Context: an optimization exercise on an open-source flow, tuned for small area. The choices shown serve that exercise and are no tape-out recipe. Only simulation tests tie the RTL to the original design; equivalence was not proved. Power is estimated from default activity; no workload was simulated.

Design StepCalculatorDataflow, start of the top module:
module StepCalculatorDataflow (
    input wire clk,
    input wire rst,
    input wire [7:0] hr_input,
    input wire [2:0] steps_per_second,
    input wire [7:0] stride_length,
    input wire valid_input,
    output wire [15:0] total_steps,
    output wire [31:0] total_distance,
    output wire [31:0] distance_per_second,
    output wire [7:0] time_elapsed,
    output wire [1:0] heart_rate_classification,
    output wire [7:0] max_heart_rate,
    output wire [31:0] total_calories,
    output wire [31:0] average_heart_rate,
    output wire [1:0] workout_intensity,
    output wire [15:0] speed
);
Size: roughly 570 cells after synthesis, ~210 flip-flops.
==> flow/config.mk <==
export PLATFORM = sky130hd
export DESIGN_NAME = StepCalculatorDataflow
export DESIGN_NICKNAME = StepCalculatorDataflow
export VERILOG_FILES = /design/flow/design.v
export SDC_FILE = /design/flow/constraint.sdc
export NUM_CORES = 4
export LEC_CHECK = 0
export CAP_MARGIN = 20
export CORE_MARGIN = 2
export CORE_UTILIZATION = 75
export SLEW_MARGIN = 20
==> flow/constraint.sdc <==
create_clock -name core_clock -period 90.0 [get_ports {clk}]
set_input_delay 18.0000 -clock core_clock [delete_from_list [all_inputs] [get_ports {clk}]]
set_output_delay 18.0000 -clock core_clock [all_outputs]
set_load 0.01 [all_outputs]
standard.sh (not shown) runs the stock make flow with config.mk's settings and CLKGATE_MAP_FILE= SYNTH_SCRIPT=/design/flow/synth_recipe.tcl, a recipe that flattens the netlist after the stock synthesis.
==> flow/flow/run.sh <==
#!/bin/bash
# Standard ORFS layout (the standard.sh) with a few extra ORFS settings
# from flow/extra.mk: smaller port buffers, no CTS dummy loads.
set -euo pipefail
HERE=$(pwd)
{ echo "include $HERE/config.mk"; cat "$HERE/flow/extra.mk"; } > "$HERE/my_config.mk"
sed "s#DESIGN_CONFIG=[^ ]*#DESIGN_CONFIG=$HERE/my_config.mk#" standard.sh > my_standard.sh
bash my_standard.sh > standard.log 2>&1
==> flow/flow/extra.mk <==
export BUFFER_PORTS_ARGS = -buffer_cell sky130_fd_sc_hd__buf_1
export CTS_ARGS = -sink_clustering_enable -repair_clock_nets -dont_use_dummy_load -buf_list sky130_fd_sc_hd__clkbuf_16 -sink_clustering_size 32 -sink_clustering_max_diameter 60
export SKIP_REPAIR_TIE_FANOUT = 1
Next try:
==> flow/flow/extra.mk (replaced) <==
export BUFFER_PORTS_ARGS = -buffer_cell sky130_fd_sc_hd__buf_1
export CTS_ARGS = -sink_clustering_enable -repair_clock_nets -dont_use_dummy_load -buf_list sky130_fd_sc_hd__clkbuf_8 -sink_clustering_size 16 -sink_clustering_max_diameter 80
export SKIP_REPAIR_TIE_FANOUT = 1
- CORE_UTILIZATION: 75 -> 60
=>
- The new run finished clean
- clock-buffer cell count rose by 4
- register-to-register slack got worse by 0.05 ns
- core utilization fell by 18 points
- flip-flop and latch count is unchanged
- via count fell by a few percent


## v46
StepCalculatorDataflow, a different RTL version from the one above (not shown whole).
For scale: roughly 620 cells after synthesis, about 210 flip-flops, roughly 200 I/O pins.
// StepCalculatorDataflow
module StepCalculatorDataflow (
    input wire clk,
    input wire rst,
    input wire [7:0] hr_input,
    input wire [2:0] steps_per_second,
    input wire [7:0] stride_length,
    input wire valid_input,
    output wire [15:0] total_steps,
    output wire [31:0] total_distance,
    output wire [31:0] distance_per_second,
    output wire [7:0] time_elapsed,
    output wire [1:0] heart_rate_classification,
    output wire [7:0] max_heart_rate,
    output wire [31:0] total_calories,
    output wire [31:0] average_heart_rate,
    output wire [1:0] workout_intensity,
    output wire [15:0] speed
);
export LEC_CHECK = 0
export CAP_MARGIN = 20
export CORE_MARGIN = 2
export CORE_UTILIZATION = 75
export SLEW_MARGIN = 20
create_clock -name core_clock -period 90.0 [get_ports {clk}]
==> flow/flow/extra.mk <==
export BUFFER_PORTS_ARGS = -buffer_cell sky130_fd_sc_hd__buf_1
export CTS_ARGS = -sink_clustering_enable -repair_clock_nets -dont_use_dummy_load -buf_list {sky130_fd_sc_hd__clkbuf_4 sky130_fd_sc_hd__clkbuf_8 sky130_fd_sc_hd__clkbuf_16} -sink_clustering_size 20 -sink_clustering_max_diameter 60
export SKIP_REPAIR_TIE_FANOUT = 1
Scripts as last shown in full above: flow/flow/run.sh
## Diff of input files: v52 against v46
==> flow/flow/extra.mk <==
export BUFFER_PORTS_ARGS = -buffer_cell sky130_fd_sc_hd__buf_1
export CTS_ARGS = -sink_clustering_enable -repair_clock_nets -dont_use_dummy_load -buf_list sky130_fd_sc_hd__clkbuf_8 -sink_clustering_size 20 -sink_clustering_max_diameter 60
export SKIP_REPAIR_TIE_FANOUT = 1
Notes after the runs:
For maximum achievable frequency, v52 and v46 come out practically identical. The internal power of the cells reported for v52 is smaller than that of v46 by 0.014 mW. Reported for v46 and v52, number of I/O port buffers turned out identical to the last digit. Detailed route, v52 vs v46: via total lower for v52. Looking at first-pass GRT wire length across both flows, v52 is the stronger of the two, with v46 trailing. The final reports for v52 and v46 show core utilization lower in the former.
#### Input delta (v5 over v52)
==> flow/flow/extra.mk <==
export BUFFER_PORTS_ARGS = -buffer_cell sky130_fd_sc_hd__buf_1
export CTS_ARGS = -sink_clustering_enable -repair_clock_nets -dont_use_dummy_load -buf_list sky130_fd_sc_hd__clkbuf_8 -sink_clustering_size 18 -sink_clustering_max_diameter 55
export SKIP_REPAIR_TIE_FANOUT = 1
==> comparison <==
Wire length on met1 ends up higher on v5.
v52 → v5: post-layout utilization of the core shows no meaningful change; number of global-route vias before repair shows an increase of 63.
The following lists how v47 was set up differently from v5:
==> flow/flow/extra.mk <==
export BUFFER_PORTS_ARGS = -buffer_cell sky130_fd_sc_hd__buf_1
export CTS_ARGS = -sink_clustering_enable -repair_clock_nets -dont_use_dummy_load -buf_list sky130_fd_sc_hd__clkbuf_16 -sink_clustering_size 28 -sink_clustering_max_diameter 70
export SKIP_REPAIR_TIE_FANOUT = 1
==> notes.md <==
The achievable frequency of v5 and that of v47 are within noise of each other. Lower final-stage net count was reported by v47, not v5. Route | v47 vs v5 | wire longer in v47. v47 vs. v5: routed length per instance went up by about 1.3%. Setup slack: v5 vs v47 — no meaningful difference. Every run in the comparison, v5 and v47, completed the flow with a clean layout. Final instance count without filler cells (higher): v5. v47 vs v5, power went up by 5.1%. Looking at switching power, v47 sits about 1.7% higher than v5 does. Compare v5 and v47 | final non-filler cell area higher: v47.


## job 8560
StepCalculatorDataflow, a different RTL version from the one above (not shown whole).
Size in the first run: roughly 210 flip-flops, ~200 I/O pins.
Settings: LEC_CHECK=0, CAP_MARGIN=20, CORE_MARGIN=2, CORE_UTILIZATION=85, SLEW_MARGIN=20; clock period 90.0 ns.
==> flow/flow/extra.mk <==
export BUFFER_PORTS_ARGS = -buffer_cell sky130_fd_sc_hd__buf_1
export CTS_ARGS = -sink_clustering_enable -repair_clock_nets -dont_use_dummy_load -buf_list sky130_fd_sc_hd__clkbuf_8 -sink_clustering_size 18 -sink_clustering_max_diameter 55
export SKIP_REPAIR_TIE_FANOUT = 1
Scripts as last shown in full above: flow/flow/run.sh
#### Input delta (job 5168 over job 8560)
==> flow/flow/extra.mk <==
export BUFFER_PORTS_ARGS = -buffer_cell sky130_fd_sc_hd__buf_1
export CTS_ARGS = -sink_clustering_enable -repair_clock_nets -dont_use_dummy_load -buf_list sky130_fd_sc_hd__clkbuf_8 -sink_clustering_size 18 -sink_clustering_max_diameter 55 -distance_between_buffers 300
export SKIP_REPAIR_TIE_FANOUT = 1
Results
- Total die area came out exactly the same in job 5168 and job 8560.
- [compare] base=job 8560 new=job 5168: number of flops mapped to enable cells by yosys comparable; utilization has remained practically unchanged; final cell count about even; layout cell share with drive strength beyond 1 now sits at about the same level; final cell area excluding filler cells barely changed.
- Count of clock-buffer cells in the layout: job 5168 vs job 8560 identical
- Status: share of the clock period used by the worst path parity (job 8560, job 5168)
- Compared with job 8560, in job 5168 area added between synthesis and finish did not really move; worst reg-to-reg path cell count did not really move.
Here is what was changed in the inputs of job 6845 compared with job 5168.
# job 5168
export LEC_CHECK = 0
export CAP_MARGIN = 20
export CORE_MARGIN = 2
export CORE_UTILIZATION = 85
export SLEW_MARGIN = 20
create_clock -name core_clock -period 90.0 [get_ports {clk}]
# job 6845
export LEC_CHECK = 0
export CAP_MARGIN = 20
export CORE_MARGIN = 2
export CORE_UTILIZATION = 75
export SLEW_MARGIN = 20
create_clock -name core_clock -period 90.0 [get_ports {clk}]
==> flow/flow/extra.mk <==
export BUFFER_PORTS_ARGS = -buffer_cell sky130_fd_sc_hd__buf_1
export CTS_ARGS = -sink_clustering_enable -repair_clock_nets -dont_use_dummy_load -buf_list sky130_fd_sc_hd__clkbuf_8 -sink_clustering_size 18 -sink_clustering_max_diameter 55
export SKIP_REPAIR_TIE_FANOUT = 1
Diff job 5168 -> job 6845 | power density relative to cell area | decrease of 0.22 nW/um^2
Looking at job 5168 and job 6845, the cell area after layout is a wash.
The higher delay of the slowest cell on the worst path came out of job 5168.
Of the two values seen for slowest stage cell on the critical path, o21ai_0 was produced by job 6845 and and3b_1 by job 5168.
Job 6845 reached the end of the flow, and the finished layout is clean on the timing, DRC and antenna checks.
For job 260, these inputs were changed with respect to job 6845:
# job 6845
export LEC_CHECK = 0
export CAP_MARGIN = 20
export CORE_MARGIN = 2
export CORE_UTILIZATION = 75
export SLEW_MARGIN = 20
create_clock -name core_clock -period 90.0 [get_ports {clk}]
# job 260
export LEC_CHECK = 0
export CAP_MARGIN = 20
export CORE_MARGIN = 2
export CORE_UTILIZATION = 90
export PLACE_DENSITY = 0.9
export SLEW_MARGIN = 20
create_clock -name core_clock -period 90.0 [get_ports {clk}]
Compared with job 6845, in job 260 global-route track usage on met2 went up by 36 points; fmax -0.46%; minimum clock period after layout saw an increase. Job 6845 → job 260: standard cell core area moved down; clock-cell share of area level. Looking at critical path's slowest cell, the a31oi_1 result is from job 260; the o21ai_0 one comes from job 6845.
[inputs] job 7933 vs job 260
# job 260
export LEC_CHECK = 0
export CAP_MARGIN = 20
export CORE_MARGIN = 2
export CORE_UTILIZATION = 90
export PLACE_DENSITY = 0.9
export SLEW_MARGIN = 20
create_clock -name core_clock -period 90.0 [get_ports {clk}]
# job 7933
export LEC_CHECK = 0
export CAP_MARGIN = 20
export CORE_MARGIN = 2
export CORE_UTILIZATION = 85
export SLEW_MARGIN = 20
create_clock -name core_clock -period 90.0 [get_ports {clk}]
==> flow/flow/extra.mk <==
export BUFFER_PORTS_ARGS = -buffer_cell sky130_fd_sc_hd__buf_1
export CTS_ARGS = -sink_clustering_enable -repair_clock_nets -dont_use_dummy_load -buf_list sky130_fd_sc_hd__clkbuf_8 -root_buf sky130_fd_sc_hd__clkbuf_4 -tree_buf sky130_fd_sc_hd__clkbuf_4 -sink_clustering_size 18 -sink_clustering_max_diameter 55
export SKIP_REPAIR_TIE_FANOUT = 1
## What came out
- Job 7933 ended with every stage complete and zero timing, DRC or antenna violations.
- Job 260: flow completed, timing, DRC and antenna clean
- Job 7933 against job 260: post-detailed-placement cell area stayed essentially flat; finished layout cell area was more or less identical; minimum hold slack rose by 3.1 ps; total length of routed met2 wires -about 18%; layout-stage area growth over the synthesis result barely changed.
- Job 7933 does better than job 260 on number of DRC markers after the initial detailed-route iteration.
- Taking job 7933 over job 260, the detailed-route wire length ratio works out to 0.79.
- Job 7933 vs job 260: clock skew up in job 7933
- Looking at power, job 7933 sits 3.2% below job 260.

port drivers added, routing unchanged:
The results above use ideal ports. As a check the final layouts listed here were re-extracted and re-timed, cells and wires unchanged.
Step 1 (the two cells are an assumption about what drives the block):
set clk [get_ports {clk}]
set_driving_cell -lib_cell sky130_fd_sc_hd__clkbuf_16 $clk
set_driving_cell -lib_cell sky130_fd_sc_hd__buf_2 [delete_from_list [all_inputs] $clk]
Step 2 moves the port delays by t, midway between the first and last clock arrival at a register: inputs arrive t later, outputs are due t later. That takes back most of the time a late clock gives input paths.
Three values: ideal ports, drivers, drivers and shift; two values: the first two.
run	shift t [ns]	setup WS [ns]	worst hold slack (ns)	worst setup path after step 2	cell pins on the clock port's net
the first run of note 1	0.488	53.050 / 53.026 / 53.026	0.337 / 0.337 / 0.337	input to output	1
the second run of note 1	0.511	53.107 / 53.088 / 53.088	0.335 / 0.335 / 0.335	input to output	1
v46	0.485	53.135 / 53.111 / 53.111	0.328 / 0.328 / 0.328	input to output	1
v52	0.498	53.123 / 53.100 / 53.100	0.330 / 0.330 / 0.330	input to output	1
v5	0.510	53.135 / 53.112 / 53.112	0.341 / 0.341 / 0.341	input to output	1
v47	0.482	53.136 / 53.113 / 53.113	0.338 / 0.338 / 0.338	input to output	1
job 8560	0.519	53.043 / 53.003 / 53.003	0.338 / 0.338 / 0.338	input to output	1
job 5168	0.519	53.043 / 53.003 / 53.003	0.338 / 0.338 / 0.338	input to output	1
job 6845	0.514	53.095 / 53.075 / 53.075	0.342 / 0.342 / 0.342	input to output	1
job 260	0.526	52.925 / 52.890 / 52.890	0.338 / 0.338 / 0.338	input to output	1
job 7933	0.601	53.066 / 53.026 / 53.026	0.341 / 0.341 / 0.341	input to output	1
After both steps every run listed still meets setup and hold.
